Background: an optimization exercise with open tools, aiming at small area and a short achievable clock period. Do not read the settings as production practice.
Function was checked by simulation only, so behaviour that the tests miss may differ from the original.

==> job 8727 <==
## fmul
module fmul
  (
   input         clk,
   input         reset,
   input         req,
   input [31:0]  x,
   input [31:0]  y,
   output [31:0] rslt,
   output [4:0]  flag
   );
==> flow/config.mk <==
export PLATFORM = sky130hd
export DESIGN_NAME = fmul
export DESIGN_NICKNAME = fmul
export VERILOG_FILES = /design/flow/design.v
export SDC_FILE = /design/flow/constraint.sdc
export NUM_CORES = 4
export LEC_CHECK = 0
export ABC_AREA = 1
export CAP_MARGIN = 20
export CORE_MARGIN = 2
export CORE_UTILIZATION = 50
export SLEW_MARGIN = 20
==> flow/constraint.sdc <==
create_clock -name core_clock -period 11.0 [get_ports {clk}]
set_input_delay 2.2000 -clock core_clock [delete_from_list [all_inputs] [get_ports {clk}]]
set_output_delay 2.2000 -clock core_clock [all_outputs]
set_load 0.01 [all_outputs]
standard.sh (not shown) runs the stock make flow with config.mk's settings and CLKGATE_MAP_FILE= SYNTH_SCRIPT=/design/flow/synth_recipe.tcl, a recipe that flattens the netlist after the stock synthesis.
==> flow/flow/run.sh <==
#!/bin/bash
export SETUP_SLACK_MARGIN=${SETUP_SLACK_MARGIN_OVERRIDE:-6.5}
export BUFFER_PORTS_ARGS="-buffer_cell sky130_fd_sc_hd__buf_1"
bash standard.sh > standard_flow.log 2>&1
==> inputs of job 6408, as changes to job 8727 <==
--- a/flow/design.v
+++ b/flow/design.v
@@ -11,43 +11,48 @@
    reg [3:0]     st;             
    always @(posedge clk)
      st <= req ? 4'b0001 : {st[2:0], 1'b0};
    wire          xz = (x[30:23] == 8'h00);
    wire          yz = (y[30:23] == 8'h00);
    wire [23:0]   fx = {~xz, x[22:0]};
    wire [23:0]   fy = {~yz, y[22:0]};
-   wire          g1 = st[0] & ~req;
-   wire          g2 = st[1] & ~req;
-   wire [8:0]    grp = g1 ? fx[15:7] : g2 ? fx[23:15] : {fx[7:0], 1'b0};
-   reg [3:0]     bneg, bone, btwo;
+   wire [8:0]    grp = req   ? {fx[7:0], 1'b0} :
+                       st[0] ? fx[15:7] : fx[23:15];
+   reg [3:0]     bneg, bone, btwo, bneh, bonh, btwh;
    reg           xt;             
    integer       k;
    always @(posedge clk) begin
       for (k = 0; k < 4; k = k + 1) begin
          bneg[k] <= grp[2*k+2] & ~(grp[2*k+1] & grp[2*k]);
          bone[k] <= grp[2*k+1] ^ grp[2*k];
          btwo[k] <= (grp[2*k+2] & ~grp[2*k+1] & ~grp[2*k]) | (~grp[2*k+2] & grp[2*k+1] & grp[2*k]);
+         bneh[k] <= grp[2*k+2] & ~(grp[2*k+1] & grp[2*k]);
+         bonh[k] <= grp[2*k+1] ^ grp[2*k];
+         btwh[k] <= (grp[2*k+2] & ~grp[2*k+1] & ~grp[2*k]) | (~grp[2*k+2] & grp[2*k+1] & grp[2*k]);
       end
       xt <= fx[23];
    end
    reg [23:0]    yr;             
    reg [24:0]    hr;             
    reg [23:0]    lr;             
    wire [24:0]   y2 = {yr, 1'b0};
    wire [24:0]   y1 = {1'b0, yr};
-   wire [24:0]   pp0 = ((y1 & {25{bone[0]}}) | (y2 & {25{btwo[0]}})) ^ {25{bneg[0]}};
-   wire [24:0]   pp1 = ((y1 & {25{bone[1]}}) | (y2 & {25{btwo[1]}})) ^ {25{bneg[1]}};
-   wire [24:0]   pp2 = ((y1 & {25{bone[2]}}) | (y2 & {25{btwo[2]}})) ^ {25{bneg[2]}};
-   wire [24:0]   pp3 = ((y1 & {25{bone[3]}}) | (y2 & {25{btwo[3]}})) ^ {25{bneg[3]}};
+   wire [24:0]   pp0 = {((y1[24:12] & {13{bonh[0]}}) | (y2[24:12] & {13{btwh[0]}})) ^ {13{bneh[0]}},
+                         ((y1[11:0] & {12{bone[0]}}) | (y2[11:0] & {12{btwo[0]}})) ^ {12{bneg[0]}}};
+   wire [24:0]   pp1 = {((y1[24:12] & {13{bonh[1]}}) | (y2[24:12] & {13{btwh[1]}})) ^ {13{bneh[1]}},
+                         ((y1[11:0] & {12{bone[1]}}) | (y2[11:0] & {12{btwo[1]}})) ^ {12{bneg[1]}}};
+   wire [24:0]   pp2 = {((y1[24:12] & {13{bonh[2]}}) | (y2[24:12] & {13{btwh[2]}})) ^ {13{bneh[2]}},
+                         ((y1[11:0] & {12{bone[2]}}) | (y2[11:0] & {12{btwo[2]}})) ^ {12{bneg[2]}}};
+   wire [24:0]   pp3 = {((y1[24:12] & {13{bonh[3]}}) | (y2[24:12] & {13{btwh[3]}})) ^ {13{bneh[3]}},
+                         ((y1[11:0] & {12{bone[3]}}) | (y2[11:0] & {12{btwo[3]}})) ^ {12{bneg[3]}}};
    wire [32:0]   r0 = {7'b1010101, ~bneg[0], pp0};
    wire [32:0]   r1 = {5'h00, ~bneg[1], pp1, 1'b0, bneg[0]};
    wire [32:0]   r2 = {3'h0, ~bneg[2], pp2, 1'b0, bneg[1], 2'b00};
    wire [32:0]   r3 = {1'b0, ~bneg[3], pp3, 1'b0, bneg[2], 4'h0};
-   wire [24:0]   hg = hr & {25{~st[0]}};      
-   wire [32:0]   rh = {7'h00, ~hg[24], hg[24], hg[23:0]};
+   wire [32:0]   rh = {7'h00, ~hr[24], hr[24], hr[23:0]};
    wire [32:0]   rx = {1'b0, yr & {24{xt & st[2]}}, 1'b0, bneg[3], 6'h00};
    function [65:0] csa(input [32:0] a, input [32:0] b, input [32:0] c);
       csa = {a ^ b ^ c, ((a & b) | (a & c) | (b & c)) << 1};
    endfunction
    wire [32:0]   s1, c1, s2, c2, s3, c3, s4, c4;
    assign {s1, c1} = csa(r0, r1, r2);
    assign {s2, c2} = csa(r3, rh, rx);
@@ -66,32 +71,30 @@
              pg[m] = pg[m] | (pp_[m] & pg[j]);
              pp_[m] = pp_[m] & pp_[j];
           end
    end
    wire [32:0]   tot = ap ^ {pg[31:0], 1'b0};
    always @(posedge clk) begin
       lr <= {tot[7:0], lr[23:8]};
-      hr <= tot[32:8];
+      hr <= req ? 25'h0 : tot[32:8];
    end
    function [4:0] lzc24(input [23:0] v);
       integer i;
       begin
          lzc24 = 5'd24;
          for (i = 0; i < 24; i = i + 1)
            if (v[i]) lzc24 = 5'd23 - i;
       end
    endfunction
    reg [9:0]     er;             
    reg [6:0]     qr;             
    reg           cok, nrmok, flush;
    wire [8:0]    sxy = {1'b0, x[30:23]} + {1'b0, y[30:23]};
    wire [9:0]    sxz = {1'b0, er[8:0]} + {9'h000, ~xt} + {9'h000, ~yr[23]};
-   wire [4:0]    lzx = lzc24({1'b0, x[22:0]});
-   wire [4:0]    lzy = lzc24({1'b0, y[22:0]});
-   wire [4:0]    lz = xz ? lzx : yz ? lzy : 5'd0;
+   wire [4:0]    lz = lzc24(xz ? fx : fy);
    wire [9:0]    sm = sxz - {5'h00, qr[4:0]};                
    wire [9:0]    e_l1 = sm - 10'd127;                       
    wire          e_ge = ~e_l1[9];                           
    wire [5:0]    shv = e_ge ? 6'd23 - {1'b0, qr[4:0]} : 6'd22 - sxz[5:0];   
    wire [49:0]   v0 = {hr[23:0], lr, 2'b00};
    wire [49:0]   v1 = qr[5] ? {32'h0, v0[49:32]} : v0;
    wire          k1 = qr[5] & (|v0[31:0]);
@@ -99,19 +102,21 @@
    wire          k2 = qr[4] & (|v1[15:0]);
    wire [33:0]   v3 = qr[3] ? v2[41:8] : v2[33:0];
    wire          k3 = qr[3] & (|v2[7:0]);
    wire [29:0]   v4 = qr[2] ? v3[33:4] : v3[29:0];
    wire          k4 = qr[2] & (|v3[3:0]);
    wire [27:0]   v5 = qr[1] ? v4[29:2] : v4[27:0];
    wire          k5 = qr[1] & (|v4[1:0]);
-   wire          c = ~(qr[0] ? v5[27] : v5[26]);
+   wire [26:0]   w  = qr[0] ? v5[27:1] : v5[26:0];
+   wire          k6 = qr[0] & v5[0];
+   wire          stk0 = k1 | k2 | k3 | k4 | k5 | k6;
+   wire          c = ~w[26];
    wire          sh = c & cok;
-   wire [2:0]    t = {qr[0] & ~sh, qr[0] ^ ~sh, ~qr[0] & sh};    
-   wire [25:0]   nw = ({26{t[0]}} & v5[25:0]) | ({26{t[1]}} & v5[26:1]) | ({26{t[2]}} & v5[27:2]);
-   wire          stk = k1 | k2 | k3 | k4 | k5 | (~t[0] & v5[0]) | (t[2] & v5[1]);
+   wire [25:0]   nw = sh ? w[25:0] : w[26:1];
+   wire          stk = stk0 | (~sh & w[0]);
    wire [22:0]   man = nw[24:2];
    wire          gb = nw[1];
    wire          rb = nw[0];
    wire          rnd = gb & (rb | stk | man[0]);
    wire          inx = gb | rb | stk;
    wire [9:0]    expn = c ? er - 10'd1 : er;     
    wire [7:0]    e8 = nrmok ? expn[7:0] : 8'h00;
==> flow/flow/run.sh (replaced) <==
#!/bin/bash
export SETUP_SLACK_MARGIN=${SETUP_SLACK_MARGIN_OVERRIDE:-6}
bash standard.sh > standard_flow.log 2>&1
==> inputs of job 5558, as changes to job 8727 <==
--- a/flow/design.v
+++ b/flow/design.v
@@ -11,87 +11,76 @@
    reg [3:0]     st;             
    always @(posedge clk)
      st <= req ? 4'b0001 : {st[2:0], 1'b0};
    wire          xz = (x[30:23] == 8'h00);
    wire          yz = (y[30:23] == 8'h00);
    wire [23:0]   fx = {~xz, x[22:0]};
    wire [23:0]   fy = {~yz, y[22:0]};
-   wire          g1 = st[0] & ~req;
-   wire          g2 = st[1] & ~req;
-   wire [8:0]    grp = g1 ? fx[15:7] : g2 ? fx[23:15] : {fx[7:0], 1'b0};
-   reg [3:0]     bneg, bone, btwo;
+   wire [8:0]    grp = req   ? {fx[7:0], 1'b0} :
+                       st[0] ? fx[15:7] : fx[23:15];
+   reg [3:0]     bneg, bone, btwo, bneh, bonh, btwh;
    reg           xt;             
    integer       k;
    always @(posedge clk) begin
       for (k = 0; k < 4; k = k + 1) begin
          bneg[k] <= grp[2*k+2] & ~(grp[2*k+1] & grp[2*k]);
          bone[k] <= grp[2*k+1] ^ grp[2*k];
          btwo[k] <= (grp[2*k+2] & ~grp[2*k+1] & ~grp[2*k]) | (~grp[2*k+2] & grp[2*k+1] & grp[2*k]);
+         bneh[k] <= grp[2*k+2] & ~(grp[2*k+1] & grp[2*k]);
+         bonh[k] <= grp[2*k+1] ^ grp[2*k];
+         btwh[k] <= (grp[2*k+2] & ~grp[2*k+1] & ~grp[2*k]) | (~grp[2*k+2] & grp[2*k+1] & grp[2*k]);
       end
       xt <= fx[23];
    end
    reg [23:0]    yr;             
    reg [24:0]    hr;             
    reg [23:0]    lr;             
    wire [24:0]   y2 = {yr, 1'b0};
    wire [24:0]   y1 = {1'b0, yr};
-   wire [24:0]   pp0 = ((y1 & {25{bone[0]}}) | (y2 & {25{btwo[0]}})) ^ {25{bneg[0]}};
-   wire [24:0]   pp1 = ((y1 & {25{bone[1]}}) | (y2 & {25{btwo[1]}})) ^ {25{bneg[1]}};
-   wire [24:0]   pp2 = ((y1 & {25{bone[2]}}) | (y2 & {25{btwo[2]}})) ^ {25{bneg[2]}};
-   wire [24:0]   pp3 = ((y1 & {25{bone[3]}}) | (y2 & {25{btwo[3]}})) ^ {25{bneg[3]}};
+   wire [24:0]   pp0 = {((y1[24:12] & {13{bonh[0]}}) | (y2[24:12] & {13{btwh[0]}})) ^ {13{bneh[0]}},
+                         ((y1[11:0] & {12{bone[0]}}) | (y2[11:0] & {12{btwo[0]}})) ^ {12{bneg[0]}}};
+   wire [24:0]   pp1 = {((y1[24:12] & {13{bonh[1]}}) | (y2[24:12] & {13{btwh[1]}})) ^ {13{bneh[1]}},
+                         ((y1[11:0] & {12{bone[1]}}) | (y2[11:0] & {12{btwo[1]}})) ^ {12{bneg[1]}}};
+   wire [24:0]   pp2 = {((y1[24:12] & {13{bonh[2]}}) | (y2[24:12] & {13{btwh[2]}})) ^ {13{bneh[2]}},
+                         ((y1[11:0] & {12{bone[2]}}) | (y2[11:0] & {12{btwo[2]}})) ^ {12{bneg[2]}}};
+   wire [24:0]   pp3 = {((y1[24:12] & {13{bonh[3]}}) | (y2[24:12] & {13{btwh[3]}})) ^ {13{bneh[3]}},
+                         ((y1[11:0] & {12{bone[3]}}) | (y2[11:0] & {12{btwo[3]}})) ^ {12{bneg[3]}}};
    wire [32:0]   r0 = {7'b1010101, ~bneg[0], pp0};
    wire [32:0]   r1 = {5'h00, ~bneg[1], pp1, 1'b0, bneg[0]};
    wire [32:0]   r2 = {3'h0, ~bneg[2], pp2, 1'b0, bneg[1], 2'b00};
    wire [32:0]   r3 = {1'b0, ~bneg[3], pp3, 1'b0, bneg[2], 4'h0};
-   wire [24:0]   hg = hr & {25{~st[0]}};      
-   wire [32:0]   rh = {7'h00, ~hg[24], hg[24], hg[23:0]};
+   wire [32:0]   rh = {7'h00, ~hr[24], hr[24], hr[23:0]};
    wire [32:0]   rx = {1'b0, yr & {24{xt & st[2]}}, 1'b0, bneg[3], 6'h00};
    function [65:0] csa(input [32:0] a, input [32:0] b, input [32:0] c);
       csa = {a ^ b ^ c, ((a & b) | (a & c) | (b & c)) << 1};
    endfunction
    wire [32:0]   s1, c1, s2, c2, s3, c3, s4, c4;
    assign {s1, c1} = csa(r0, r1, r2);
    assign {s2, c2} = csa(r3, rh, rx);
    assign {s3, c3} = csa(s1, c1, s2);
    assign {s4, c4} = csa(s3, c3, c2);
-   wire [32:0]   ap = s4 ^ c4;
-   wire [32:0]   ag = s4 & c4;
-   reg [32:0]    pg, pp_;
-   integer       l, m, j;
-   always @(*) begin
-      pg = ag; pp_ = ap;
-      for (l = 0; l < 6; l = l + 1)
-        for (m = 0; m < 33; m = m + 1)
-          if ((m >> l) & 1) begin
-             j = ((m >> l) << l) - 1;
-             pg[m] = pg[m] | (pp_[m] & pg[j]);
-             pp_[m] = pp_[m] & pp_[j];
-          end
-   end
-   wire [32:0]   tot = ap ^ {pg[31:0], 1'b0};
+   wire [32:0]   tot = s4 + c4;
    always @(posedge clk) begin
       lr <= {tot[7:0], lr[23:8]};
-      hr <= tot[32:8];
+      hr <= req ? 25'h0 : tot[32:8];
    end
    function [4:0] lzc24(input [23:0] v);
       integer i;
       begin
          lzc24 = 5'd24;
          for (i = 0; i < 24; i = i + 1)
            if (v[i]) lzc24 = 5'd23 - i;
       end
    endfunction
    reg [9:0]     er;             
    reg [6:0]     qr;             
    reg           cok, nrmok, flush;
    wire [8:0]    sxy = {1'b0, x[30:23]} + {1'b0, y[30:23]};
    wire [9:0]    sxz = {1'b0, er[8:0]} + {9'h000, ~xt} + {9'h000, ~yr[23]};
-   wire [4:0]    lzx = lzc24({1'b0, x[22:0]});
-   wire [4:0]    lzy = lzc24({1'b0, y[22:0]});
-   wire [4:0]    lz = xz ? lzx : yz ? lzy : 5'd0;
+   wire [4:0]    lz = lzc24(xz ? fx : fy);
    wire [9:0]    sm = sxz - {5'h00, qr[4:0]};                
    wire [9:0]    e_l1 = sm - 10'd127;                       
    wire          e_ge = ~e_l1[9];                           
    wire [5:0]    shv = e_ge ? 6'd23 - {1'b0, qr[4:0]} : 6'd22 - sxz[5:0];   
    wire [49:0]   v0 = {hr[23:0], lr, 2'b00};
    wire [49:0]   v1 = qr[5] ? {32'h0, v0[49:32]} : v0;
    wire          k1 = qr[5] & (|v0[31:0]);
@@ -99,19 +88,21 @@
    wire          k2 = qr[4] & (|v1[15:0]);
    wire [33:0]   v3 = qr[3] ? v2[41:8] : v2[33:0];
    wire          k3 = qr[3] & (|v2[7:0]);
    wire [29:0]   v4 = qr[2] ? v3[33:4] : v3[29:0];
    wire          k4 = qr[2] & (|v3[3:0]);
    wire [27:0]   v5 = qr[1] ? v4[29:2] : v4[27:0];
    wire          k5 = qr[1] & (|v4[1:0]);
-   wire          c = ~(qr[0] ? v5[27] : v5[26]);
+   wire [26:0]   w  = qr[0] ? v5[27:1] : v5[26:0];
+   wire          k6 = qr[0] & v5[0];
+   wire          stk0 = k1 | k2 | k3 | k4 | k5 | k6;
+   wire          c = ~w[26];
    wire          sh = c & cok;
-   wire [2:0]    t = {qr[0] & ~sh, qr[0] ^ ~sh, ~qr[0] & sh};    
-   wire [25:0]   nw = ({26{t[0]}} & v5[25:0]) | ({26{t[1]}} & v5[26:1]) | ({26{t[2]}} & v5[27:2]);
-   wire          stk = k1 | k2 | k3 | k4 | k5 | (~t[0] & v5[0]) | (t[2] & v5[1]);
+   wire [25:0]   nw = sh ? w[25:0] : w[26:1];
+   wire          stk = stk0 | (~sh & w[0]);
    wire [22:0]   man = nw[24:2];
    wire          gb = nw[1];
    wire          rb = nw[0];
    wire          rnd = gb & (rb | stk | man[0]);
    wire          inx = gb | rb | stk;
    wire [9:0]    expn = c ? er - 10'd1 : er;     
    wire [7:0]    e8 = nrmok ? expn[7:0] : 8'h00;
==> flow/run.sh (new file) <==
#!/bin/bash
# synth_recipe.tcl (not shown) runs the flow's synth.tcl, then flattens the netlist and writes it again
# the make line also repeats each setting of config.mk as NAME=value (left out here)
make -C /OpenROAD-flow-scripts/flow DESIGN_CONFIG=/design/flow/config.mk WORK_HOME=/design/flow/orfs CLKGATE_MAP_FILE= SYNTH_SCRIPT=/design/flow/synth_recipe.tcl finish
Settings changed: CORE_UTILIZATION 50 to 65, SETUP_SLACK_MARGIN from default to 5.
removed: flow/flow/run.sh
removed: flow/standard.sh
==> inputs of job 9395, as changes to job 8727 <==
==> flow/flow/run.sh (replaced) <==
#!/bin/bash
export SETUP_SLACK_MARGIN=${SETUP_SLACK_MARGIN_OVERRIDE:-6.25}
export BUFFER_PORTS_ARGS="-buffer_cell sky130_fd_sc_hd__buf_1"
bash standard.sh > standard_flow.log 2>&1
Settings changed: PLACE_DENSITY from default to 0.75.
==> comparison <==
Between job 6408 and job 8727, the lower clock-buffer cell count is in job 8727 (gap 1).
In job 8727 the area after synthesis is lower than in job 5558, by about 4.7%.
The lowest first-iteration DRC count belongs to job 6408, the highest to job 5558.
==> figures <==
                                                                       job 6408                 job 9395                 job 5558                 job 8727
Outcome                                                 complete, no violations  complete, no violations  complete, no violations  complete, no violations
Final Worst Setup Slack                                                 6.00 ns                  6.39 ns                  5.20 ns                  6.48 ns
CP arrival                                                              5.28 ns                  4.91 ns                  6.05 ns                  4.82 ns
Inverter count of the layout excluding clock inverters                      372                      352                      363                      355
Crit path time final                                                    5.00 ns                  4.61 ns                  5.80 ns                  4.52 ns
Overall die width                                                        182 um                   180 um                   162 um                   180 um
Cell area after technology mapping                                  15,900 um^2              15,500 um^2              16,200 um^2              15,500 um^2
Pre-CTS setup slack                                                     4.89 ns                  5.26 ns                  5.06 ns                  5.22 ns
Synthesized net count                                                     2,655                    2,517                    2,707                    2,517
RSZ-0062 raised after global routing                                       true                     true                    false                     true
Synth Area in Compound Gates                                              14.5%                    11.4%                    15.6%                    11.4%
Count of unique library cells instantiated by Yosys                          60                       60                       58                       60

[afterwards: timing with drivers on the ports]
No port has a modelled driver above. Below, the same layouts with a new extraction and two added sets of constraints.
Step 1: set_driving_cell puts a clkbuf_16 on clk and a buf_2 on each other input, an assumption about the parent block.
Step 2 adds t to the input delays and takes it off the output delays; t is the mean of the earliest and latest rising clock arrival at the registers after step 1. Input paths then give back, and output paths get back, about the clock's delay inside the block.
Three values: ideal ports, drivers, drivers and shift; two values: the first two.
run | t (ns) | setup slack, ns | hold slack, ns
job 8727 | 0.421 | 6.482 / 6.482 / 6.288 | 0.378 / 0.378 / 0.378
job 6408 | 0.438 | 6.003 / 6.003 / 5.657 | 0.372 / 0.372 / 0.372
job 5558 | 0.402 | 5.203 / 5.203 / 5.122 | 0.377 / 0.377 / 0.377
job 9395 | 0.420 | 6.386 / 6.386 / 6.099 | 0.376 / 0.376 / 0.376
After both steps setup and hold are still met in every run listed. The setup slack of job 6408, which loses most, moves by 0.000 ns with the drivers and by -0.346 ns with both steps.
